From an optimization exercise on the open Yosys and OpenROAD flow, aimed at small area and a short achievable clock period; shortcuts taken in it are not production practice.
At most, simulation tests tie the RTL to the original design; equivalence was not proved.
The clock input has no modelled driver; a real chip could not lean on it and would need a root buffer or a full tree.
No activity file was given, so power comes from the tool's default toggle rates.

==> sierra <==
Design alu_top, start of the top module:
module alu_top(clk, a, b, op, out, carry_out, over_flow, zero);
input clk;
input [31:0] a, b;
input [2:0] op;
output reg [31:0] out;
output reg carry_out, over_flow, zero;
reg [31:0] a_r, b_r;
reg [2:0] op_r;
wire [31:0] alu_out;
wire alu_carry_out, alu_over_flow, alu_zero;
ALU alu_core(a_r, b_r, op_r, alu_out, alu_carry_out, alu_over_flow, alu_zero);
always @(posedge clk) begin
	a_r <= a;
	b_r <= b;
	op_r <= op;
	out <= alu_out;
	carry_out <= alu_carry_out;
	over_flow <= alu_over_flow;
	zero <= alu_zero;
end
endmodule
Settings: LEC_CHECK=0, CAP_MARGIN=20, CORE_MARGIN=2, CORE_UTILIZATION=40, SLEW_MARGIN=20, SYNTH_HIERARCHICAL=1; clock period 14.5 ns.
standard.sh (not shown) runs the stock make flow with config.mk's settings and CLKGATE_MAP_FILE= SYNTH_SCRIPT=/design/flow/synth_recipe.tcl, a recipe that flattens the netlist after the stock synthesis.
==> flow/flow/run.sh <==
#!/bin/bash
# The standard layout (standard.sh) with three changes to how it is made:
#  - the port buffers are sky130 buf_1 rather than the resizer's default pick;
#  - before floorplanning every combinational cell is set to drive strength 1
#    (flow/downsize.tcl), so only the resizer's timing repair sizes cells up;
#  - the timing repair aims at a setup slack margin of SETUP_MARGIN ns.
# Each tool's output goes to ORFS's own per-step logs under orfs/logs; make's
# output goes to standard.log.
export BUFFER_PORTS_ARGS="-buffer_cell sky130_fd_sc_hd__buf_1"
export SETUP_SLACK_MARGIN=${SETUP_MARGIN:-10.5}
export PRE_FLOORPLAN_TCL=$PWD/flow/downsize.tcl
bash standard.sh > standard.log 2>&1
==> flow/flow/downsize.tcl <==
# Start placement from the smallest drive of every combinational cell that
# synthesis sized up; the timing repair later in the flow sizes up again only
# the cells on paths that need it. Flip-flops are left as synthesis made them.
set db [ord::get_db]
set n 0
foreach inst [[ord::get_db_block] getInsts] {
  set m [[$inst getMaster] getName]
  if {[regexp {^(sky130_fd_sc_hd__([a-z0-9]+))_([0-9]+)$} $m -> base kind sz] && $sz > 1
      && ![string match df* $kind] && ![string match sdf* $kind] && ![string match dl* $kind]} {
    set nm [$db findMaster ${base}_1]
    if {$nm ne "NULL"} {
      $inst swapMaster $nm
      incr n
    }
  }
}
puts "downsize.tcl: $n cells set to drive strength 1"
==> yarrow (differences from sierra) <==
--- a/flow/flow/run.sh
+++ b/flow/flow/run.sh
@@ -8,5 +8,5 @@
 # output goes to standard.log.
 export BUFFER_PORTS_ARGS="-buffer_cell sky130_fd_sc_hd__buf_1"
-export SETUP_SLACK_MARGIN=${SETUP_MARGIN:-10.5}
+export SETUP_SLACK_MARGIN=${SETUP_MARGIN:-10.7}
 export PRE_FLOORPLAN_TCL=$PWD/flow/downsize.tcl
 bash standard.sh > standard.log 2>&1
==> summary.txt <==
Run status
The run finished with no timing, DRC or antenna violations.

STA
The clock period could shrink to 3.78 ns. Setup repair after global routing could not meet its margin everywhere.

Finish
At the end of the flow, the number of nets in the layout was 625.

Pwr
The total power density per cell area is 153 nW/um2.
Source of the figures above: yarrow

==> summary.txt <==
Run status
The flow ran to the end and the layout has no timing, DRC or antenna violations.

Finish
Of the total standard cell area in the layout, the multi-input combinational portion is 0.412. The net count of the finished layout is 610.

Worst hold path
The endpoint of the worst hold-timing path is carry_out.

Floorplanning
The number of cell rows is 36.

STA
Setup repair after global routing left no endpoint under its margin. The time the worst path needs with I/O delays and setup is 3.80 ns.
Source of the figures above: sierra

No functional check of the RTL was part of any run of this note.

==> inputs of run P <==
Another version of the RTL of alu_top (not shown whole).
Settings: LEC_CHECK=0, CAP_MARGIN=20, CORE_MARGIN=2, CORE_UTILIZATION=40, SLEW_MARGIN=20, SYNTH_HIERARCHICAL=1; clock period 14.5 ns.
==> flow/flow/run.sh <==
#!/bin/bash
# The standard layout (standard.sh) with these changes to how it is made:
#  - the port buffers are sky130 buf_1 rather than the resizer's default pick;
#  - before floorplanning every combinational cell is set to drive strength 1
#    (flow/downsize.tcl), so only the resizer's timing repair sizes cells up;
#  - the timing repair aims at a setup slack margin of SETUP_MARGIN ns;
#  - the clock port drives MCTS_K buffers that each drive the flip-flops of
#    one region (flow/cts_hook.tcl), instead of TritonCTS's two-level tree.
# Each tool's output goes to ORFS's own per-step logs under orfs/logs; make's
# output goes to standard.log.
export BUFFER_PORTS_ARGS="-buffer_cell sky130_fd_sc_hd__buf_1"
export SETUP_SLACK_MARGIN=${SETUP_MARGIN:-10.8}
export PRE_FLOORPLAN_TCL=$PWD/flow/downsize.tcl
export MCTS_K=${MCTS_K:-4}
export MCTS_CELL=${MCTS_CELL:-sky130_fd_sc_hd__buf_12}
export PRE_CTS_TCL=$PWD/flow/cts_hook.tcl
bash standard.sh > standard.log 2>&1
Scripts as last shown in full above: flow/flow/downsize.tcl
Other scripts of this flow, unchanged in this note and not shown: flow/flow/cts_hook.tcl
==> inputs of run C, as changes to run P <==
--- a/flow/design.v
+++ b/flow/design.v
@@ -15,16 +15,21 @@
 	op_r <= op;
 	out <= alu_out;
 	carry_out <= alu_carry_out;
 	over_flow <= alu_over_flow;
 	zero <= alu_zero;
 end
 endmodule
 
+module lf_and2(a, b, y);
+input a, b;
+output y;
+assign y = a & b;
+endmodule
 module lf_aoi21(a, b, c, y);
 input a, b, c;
 output y;
 assign y = ~((a & b) | c);
 endmodule
 module lf_inv(a, y);
 input a;
 output y;
@@ -55,21 +60,16 @@
 output y;
 assign y = ~(~a & b);
 endmodule
 module lf_nor2(a, b, y);
 input a, b;
 output y;
 assign y = ~(a | b);
 endmodule
-module lf_nor4(a, b, c, d, y);
-input a, b, c, d;
-output y;
-assign y = ~(a | b | c | d);
-endmodule
 module lf_oai21(a, b, c, y);
 input a, b, c;
 output y;
 assign y = ~((a | b) & c);
 endmodule
 module lf_oai22(a, b, c, d, y);
 input a, b, c, d;
 output y;
@@ -367,16 +367,28 @@
 wire z_266;
 wire z_267;
 wire z_268;
 wire z_269;
 wire z_270;
 wire z_271;
 wire z_272;
 wire z_273;
+wire z_274;
+wire z_275;
+wire z_276;
+wire z_277;
+wire z_278;
+wire z_279;
+wire z_280;
+wire z_281;
+wire z_282;
+wire z_283;
+wire z_284;
+wire z_285;
 wire mb0;
 wire c31 = G_196;
 wire c32 = G_162;
 wire p31 = ~pn_72;
 wire k1 = (op3 & ~p31) | inv;
 wire k0 = (op3 & p31) | inv;
 wire m1 = (ec & ci) | k1;
 wire m0 = (ec & ci) | k0;
@@ -672,21 +684,33 @@
   lf_aoi21 u287 (.a(G_195), .b(ec), .c(k_234), .y(M_259));
   lf_xnor2 u288 (.a(L_258), .b(M_259), .y(out[29]));
   lf_oai22 u289 (.a(pn_71), .b(epn), .c(gn_103), .d(egn), .y(L_260));
   lf_oai21 u290 (.a(G_177), .b(ecn), .c(kn_231), .y(M_261));
   lf_xor2 u291 (.a(L_260), .b(M_261), .y(out[30]));
   lf_oai22 u292 (.a(pn_72), .b(epn), .c(gn_104), .d(egn), .y(L_262));
   lf_aoi21 u293 (.a(G_196), .b(ec), .c(k_234), .y(M_263));
   lf_xnor2 u294 (.a(L_262), .b(M_263), .y(out[31]));
-  lf_nor4 u295 (.a(out[0]), .b(out[1]), .c(out[2]), .d(out[3]), .y(z_264));
-  lf_nor4 u296 (.a(out[4]), .b(out[5]), .c(out[6]), .d(out[7]), .y(z_265));
-  lf_nor4 u297 (.a(out[8]), .b(out[9]), .c(out[10]), .d(out[11]), .y(z_266));
-  lf_nor4 u298 (.a(out[12]), .b(out[13]), .c(out[14]), .d(out[15]), .y(z_267));
-  lf_nor4 u299 (.a(out[16]), .b(out[17]), .c(out[18]), .d(out[19]), .y(z_268));
-  lf_nor4 u300 (.a(out[20]), .b(out[21]), .c(out[22]), .d(out[23]), .y(z_269));
-  lf_nor4 u301 (.a(out[24]), .b(out[25]), .c(out[26]), .d(out[27]), .y(z_270));
-  lf_nor4 u302 (.a(out[28]), .b(out[29]), .c(out[30]), .d(out[31]), .y(z_271));
-  lf_nand4 u303 (.a(z_264), .b(z_265), .c(z_266), .d(z_267), .y(z_272));
-  lf_nand4 u304 (.a(z_268), .b(z_269), .c(z_270), .d(z_271), .y(z_273));
-  lf_nor2 u305 (.a(z_272), .b(z_273), .y(zero));
+  lf_nor2 u295 (.a(out[0]), .b(out[1]), .y(z_264));
+  lf_nor2 u296 (.a(out[2]), .b(out[3]), .y(z_265));
+  lf_nor2 u297 (.a(out[4]), .b(out[5]), .y(z_266));
+  lf_nor2 u298 (.a(out[6]), .b(out[7]), .y(z_267));
+  lf_nor2 u299 (.a(out[8]), .b(out[9]), .y(z_268));
+  lf_nor2 u300 (.a(out[10]), .b(out[11]), .y(z_269));
+  lf_nor2 u301 (.a(out[12]), .b(out[13]), .y(z_270));
+  lf_nor2 u302 (.a(out[14]), .b(out[15]), .y(z_271));
+  lf_nor2 u303 (.a(out[16]), .b(out[17]), .y(z_272));
+  lf_nor2 u304 (.a(out[18]), .b(out[19]), .y(z_273));
+  lf_nor2 u305 (.a(out[20]), .b(out[21]), .y(z_274));
+  lf_nor2 u306 (.a(out[22]), .b(out[23]), .y(z_275));
+  lf_nor2 u307 (.a(out[24]), .b(out[25]), .y(z_276));
+  lf_nor2 u308 (.a(out[26]), .b(out[27]), .y(z_277));
+  lf_nor2 u309 (.a(out[28]), .b(out[29]), .y(z_278));
+  lf_nor2 u310 (.a(out[30]), .b(out[31]), .y(z_279));
+  lf_nand4 u311 (.a(z_264), .b(z_265), .c(z_266), .d(z_267), .y(z_280));
+  lf_nand4 u312 (.a(z_268), .b(z_269), .c(z_270), .d(z_271), .y(z_281));
+  lf_nand4 u313 (.a(z_272), .b(z_273), .c(z_274), .d(z_275), .y(z_282));
+  lf_nand4 u314 (.a(z_276), .b(z_277), .c(z_278), .d(z_279), .y(z_283));
+  lf_nor2 u315 (.a(z_280), .b(z_281), .y(z_284));
+  lf_nor2 u316 (.a(z_282), .b(z_283), .y(z_285));
+  lf_and2 u317 (.a(z_284), .b(z_285), .y(zero));
 lf_mux2 um (.s(c32), .a(m0), .b(m1), .y(mb0));   
 endmodule
--- a/flow/flow/run.sh
+++ b/flow/flow/run.sh
@@ -4,14 +4,14 @@
 #  - before floorplanning every combinational cell is set to drive strength 1
 #    (flow/downsize.tcl), so only the resizer's timing repair sizes cells up;
 #  - the timing repair aims at a setup slack margin of SETUP_MARGIN ns;
 #  - the clock port drives MCTS_K buffers that each drive the flip-flops of
 #    one region (flow/cts_hook.tcl), instead of TritonCTS's two-level tree.
 # Each tool's output goes to ORFS's own per-step logs under orfs/logs; make's
 # output goes to standard.log.
 export BUFFER_PORTS_ARGS="-buffer_cell sky130_fd_sc_hd__buf_1"
-export SETUP_SLACK_MARGIN=${SETUP_MARGIN:-10.8}
+export SETUP_SLACK_MARGIN=${SETUP_MARGIN:-10.7}
 export PRE_FLOORPLAN_TCL=$PWD/flow/downsize.tcl
 export MCTS_K=${MCTS_K:-4}
 export MCTS_CELL=${MCTS_CELL:-sky130_fd_sc_hd__buf_12}
 export PRE_CTS_TCL=$PWD/flow/cts_hook.tcl
 bash standard.sh > standard.log 2>&1
==> flow/config.mk (replaced) <==
export PLATFORM = sky130hd
export DESIGN_NAME = alu_top
export DESIGN_NICKNAME = alu_top
export VERILOG_FILES = /design/flow/design.v
export SDC_FILE = /design/flow/constraint.sdc
export NUM_CORES = 4
export LEC_CHECK = 0
export CAP_MARGIN = 20
export CORE_MARGIN = 2
export CORE_UTILIZATION = 40
export GPL_TIMING_DRIVEN = 1
export SLEW_MARGIN = 20
export SYNTH_HIERARCHICAL = 1
==> inputs of run Y, as changes to run P <==
--- a/flow/design.v
+++ b/flow/design.v
@@ -15,16 +15,21 @@
 	op_r <= op;
 	out <= alu_out;
 	carry_out <= alu_carry_out;
 	over_flow <= alu_over_flow;
 	zero <= alu_zero;
 end
 endmodule
 
+module lf_and2(a, b, y);
+input a, b;
+output y;
+assign y = a & b;
+endmodule
 module lf_aoi21(a, b, c, y);
 input a, b, c;
 output y;
 assign y = ~((a & b) | c);
 endmodule
 module lf_inv(a, y);
 input a;
 output y;
@@ -55,21 +60,16 @@
 output y;
 assign y = ~(~a & b);
 endmodule
 module lf_nor2(a, b, y);
 input a, b;
 output y;
 assign y = ~(a | b);
 endmodule
-module lf_nor4(a, b, c, d, y);
-input a, b, c, d;
-output y;
-assign y = ~(a | b | c | d);
-endmodule
 module lf_oai21(a, b, c, y);
 input a, b, c;
 output y;
 assign y = ~((a | b) & c);
 endmodule
 module lf_oai22(a, b, c, d, y);
 input a, b, c, d;
 output y;
@@ -367,16 +367,28 @@
 wire z_266;
 wire z_267;
 wire z_268;
 wire z_269;
 wire z_270;
 wire z_271;
 wire z_272;
 wire z_273;
+wire z_274;
+wire z_275;
+wire z_276;
+wire z_277;
+wire z_278;
+wire z_279;
+wire z_280;
+wire z_281;
+wire z_282;
+wire z_283;
+wire z_284;
+wire z_285;
 wire mb0;
 wire c31 = G_196;
 wire c32 = G_162;
 wire p31 = ~pn_72;
 wire k1 = (op3 & ~p31) | inv;
 wire k0 = (op3 & p31) | inv;
 wire m1 = (ec & ci) | k1;
 wire m0 = (ec & ci) | k0;
@@ -672,21 +684,33 @@
   lf_aoi21 u287 (.a(G_195), .b(ec), .c(k_234), .y(M_259));
   lf_xnor2 u288 (.a(L_258), .b(M_259), .y(out[29]));
   lf_oai22 u289 (.a(pn_71), .b(epn), .c(gn_103), .d(egn), .y(L_260));
   lf_oai21 u290 (.a(G_177), .b(ecn), .c(kn_231), .y(M_261));
   lf_xor2 u291 (.a(L_260), .b(M_261), .y(out[30]));
   lf_oai22 u292 (.a(pn_72), .b(epn), .c(gn_104), .d(egn), .y(L_262));
   lf_aoi21 u293 (.a(G_196), .b(ec), .c(k_234), .y(M_263));
   lf_xnor2 u294 (.a(L_262), .b(M_263), .y(out[31]));
-  lf_nor4 u295 (.a(out[0]), .b(out[1]), .c(out[2]), .d(out[3]), .y(z_264));
-  lf_nor4 u296 (.a(out[4]), .b(out[5]), .c(out[6]), .d(out[7]), .y(z_265));
-  lf_nor4 u297 (.a(out[8]), .b(out[9]), .c(out[10]), .d(out[11]), .y(z_266));
-  lf_nor4 u298 (.a(out[12]), .b(out[13]), .c(out[14]), .d(out[15]), .y(z_267));
-  lf_nor4 u299 (.a(out[16]), .b(out[17]), .c(out[18]), .d(out[19]), .y(z_268));
-  lf_nor4 u300 (.a(out[20]), .b(out[21]), .c(out[22]), .d(out[23]), .y(z_269));
-  lf_nor4 u301 (.a(out[24]), .b(out[25]), .c(out[26]), .d(out[27]), .y(z_270));
-  lf_nor4 u302 (.a(out[28]), .b(out[29]), .c(out[30]), .d(out[31]), .y(z_271));
-  lf_nand4 u303 (.a(z_264), .b(z_265), .c(z_266), .d(z_267), .y(z_272));
-  lf_nand4 u304 (.a(z_268), .b(z_269), .c(z_270), .d(z_271), .y(z_273));
-  lf_nor2 u305 (.a(z_272), .b(z_273), .y(zero));
+  lf_nor2 u295 (.a(out[0]), .b(out[1]), .y(z_264));
+  lf_nor2 u296 (.a(out[2]), .b(out[3]), .y(z_265));
+  lf_nor2 u297 (.a(out[4]), .b(out[5]), .y(z_266));
+  lf_nor2 u298 (.a(out[6]), .b(out[7]), .y(z_267));
+  lf_nor2 u299 (.a(out[8]), .b(out[9]), .y(z_268));
+  lf_nor2 u300 (.a(out[10]), .b(out[11]), .y(z_269));
+  lf_nor2 u301 (.a(out[12]), .b(out[13]), .y(z_270));
+  lf_nor2 u302 (.a(out[14]), .b(out[15]), .y(z_271));
+  lf_nor2 u303 (.a(out[16]), .b(out[17]), .y(z_272));
+  lf_nor2 u304 (.a(out[18]), .b(out[19]), .y(z_273));
+  lf_nor2 u305 (.a(out[20]), .b(out[21]), .y(z_274));
+  lf_nor2 u306 (.a(out[22]), .b(out[23]), .y(z_275));
+  lf_nor2 u307 (.a(out[24]), .b(out[25]), .y(z_276));
+  lf_nor2 u308 (.a(out[26]), .b(out[27]), .y(z_277));
+  lf_nor2 u309 (.a(out[28]), .b(out[29]), .y(z_278));
+  lf_nor2 u310 (.a(out[30]), .b(out[31]), .y(z_279));
+  lf_nand4 u311 (.a(z_264), .b(z_265), .c(z_266), .d(z_267), .y(z_280));
+  lf_nand4 u312 (.a(z_268), .b(z_269), .c(z_270), .d(z_271), .y(z_281));
+  lf_nand4 u313 (.a(z_272), .b(z_273), .c(z_274), .d(z_275), .y(z_282));
+  lf_nand4 u314 (.a(z_276), .b(z_277), .c(z_278), .d(z_279), .y(z_283));
+  lf_nor2 u315 (.a(z_280), .b(z_281), .y(z_284));
+  lf_nor2 u316 (.a(z_282), .b(z_283), .y(z_285));
+  lf_and2 u317 (.a(z_284), .b(z_285), .y(zero));
 lf_mux2 um (.s(c32), .a(m0), .b(m1), .y(mb0));   
 endmodule
--- a/flow/flow/run.sh
+++ b/flow/flow/run.sh
@@ -4,14 +4,14 @@
 #  - before floorplanning every combinational cell is set to drive strength 1
 #    (flow/downsize.tcl), so only the resizer's timing repair sizes cells up;
 #  - the timing repair aims at a setup slack margin of SETUP_MARGIN ns;
 #  - the clock port drives MCTS_K buffers that each drive the flip-flops of
 #    one region (flow/cts_hook.tcl), instead of TritonCTS's two-level tree.
 # Each tool's output goes to ORFS's own per-step logs under orfs/logs; make's
 # output goes to standard.log.
 export BUFFER_PORTS_ARGS="-buffer_cell sky130_fd_sc_hd__buf_1"
-export SETUP_SLACK_MARGIN=${SETUP_MARGIN:-10.8}
+export SETUP_SLACK_MARGIN=${SETUP_MARGIN:-10.7}
 export PRE_FLOORPLAN_TCL=$PWD/flow/downsize.tcl
 export MCTS_K=${MCTS_K:-4}
 export MCTS_CELL=${MCTS_CELL:-sky130_fd_sc_hd__buf_12}
 export PRE_CTS_TCL=$PWD/flow/cts_hook.tcl
 bash standard.sh > standard.log 2>&1
==> flow/config.mk (replaced) <==
export PLATFORM = sky130hd
export DESIGN_NAME = alu_top
export DESIGN_NICKNAME = alu_top
export VERILOG_FILES = /design/flow/design.v
export SDC_FILE = /design/flow/constraint.sdc
export NUM_CORES = 4
export LEC_CHECK = 0
export CAP_MARGIN = 20
export CORE_MARGIN = 2
export CORE_UTILIZATION = 30
export SLEW_MARGIN = 20
export SYNTH_HIERARCHICAL = 1
==> comparison table <==
metric	run P	run C	run Y
Total via count after detailed routing	3,390	3,321	3,409
Die ar.	11,000 um2	11,100 um2	14,600 um2
Ratio of cells with drive above 1 in the final layout	8.29%	5.10%	6.32%
Required arrival time at the worst endpoint	14.57 ns	11.60 ns	11.60 ns
Status	timing/DRC/antenna clean	timing/DRC/antenna clean	timing/DRC/antenna clean
Sequential cell power	346 uW	347 uW	351 uW
Detailed-routed wire length on met2	4420 um	4130 um	4860 um
Hold_ws	0.661 ns	0.636 ns	0.677 ns
Total chip power	707 uW	693 uW	704 uW
Clock transition at the registers of the reported paths	0.11 ns	0.10 ns	0.11 ns
Routability congestion estimate	0.871	0.830	0.826
Clock latency of the later-clocked register in the worst-skew pair	0.14 ns	0.13 ns	0.14 ns
Critical Path Slowest Stage Cell	sky130_fd_sc_hd__dfxtp_4	sky130_fd_sc_hd__dfxtp_1	sky130_fd_sc_hd__dfxtp_1
Total placed cells including tap cells	664	676	720
Slew margin rel.	44.3%	48.8%	36.6%
Register Area	2050 um2	2050 um2	2050 um2
Crit path max fanout	15	1	1
Summed area of non-filler cells in the final layout	5010 um2	4870 um2	4980 um2
Worst-case vdd ir drop	0.0702 mV	0.0621 mV	0.0403 mV
Tcrit/Tclk final	24.8%	24.5%	24.7%
Detailed placer's ending HPWL	6920 um	6890 um	7610 um
For run P, only the layout was checked, not whether the RTL still works. No run of this note takes its clock network from TritonCTS; it comes from the design's own scripts or RTL.

==> what the ideal ports hide <==
The results above use ideal ports. As a check the final layouts listed here were re-extracted and re-timed, cells and wires unchanged.
Step 1: set_driving_cell puts a clkbuf_16 on clk and a buf_2 on each other input, an assumption about the parent block.
Step 2, shift: input delay + t, output delay - t, t = (earliest + latest rising clock arrival at the registers) / 2. This alone moves slack from input paths to output paths.
Three values: no drivers, after step 1, after step 2; two values: the first two.
run | t (ns) | slack for setup (ns) | latest minus earliest clock arrival (ns) | slew at the worst register clock pin (ns)
sierra | 0.395 | 10.702 / 10.669 / 10.710 | 0.008 / 0.009 | 0.10 / 0.10
yarrow | 0.393 | 10.724 / 10.693 / 10.846 | 0.013 / 0.014 | 0.10 / 0.10
run P | 0.211 | 10.903 / 10.876 / 10.903 | 0.015 / 0.015 | 0.11 / 0.11
run C | 0.204 | 10.942 / 10.867 / 10.994 | 0.008 / 0.008 | 0.10 / 0.10
run Y | 0.216 | 10.914 / 10.832 / 11.014 | 0.012 / 0.012 | 0.11 / 0.11
After both steps every run listed still meets setup and hold.
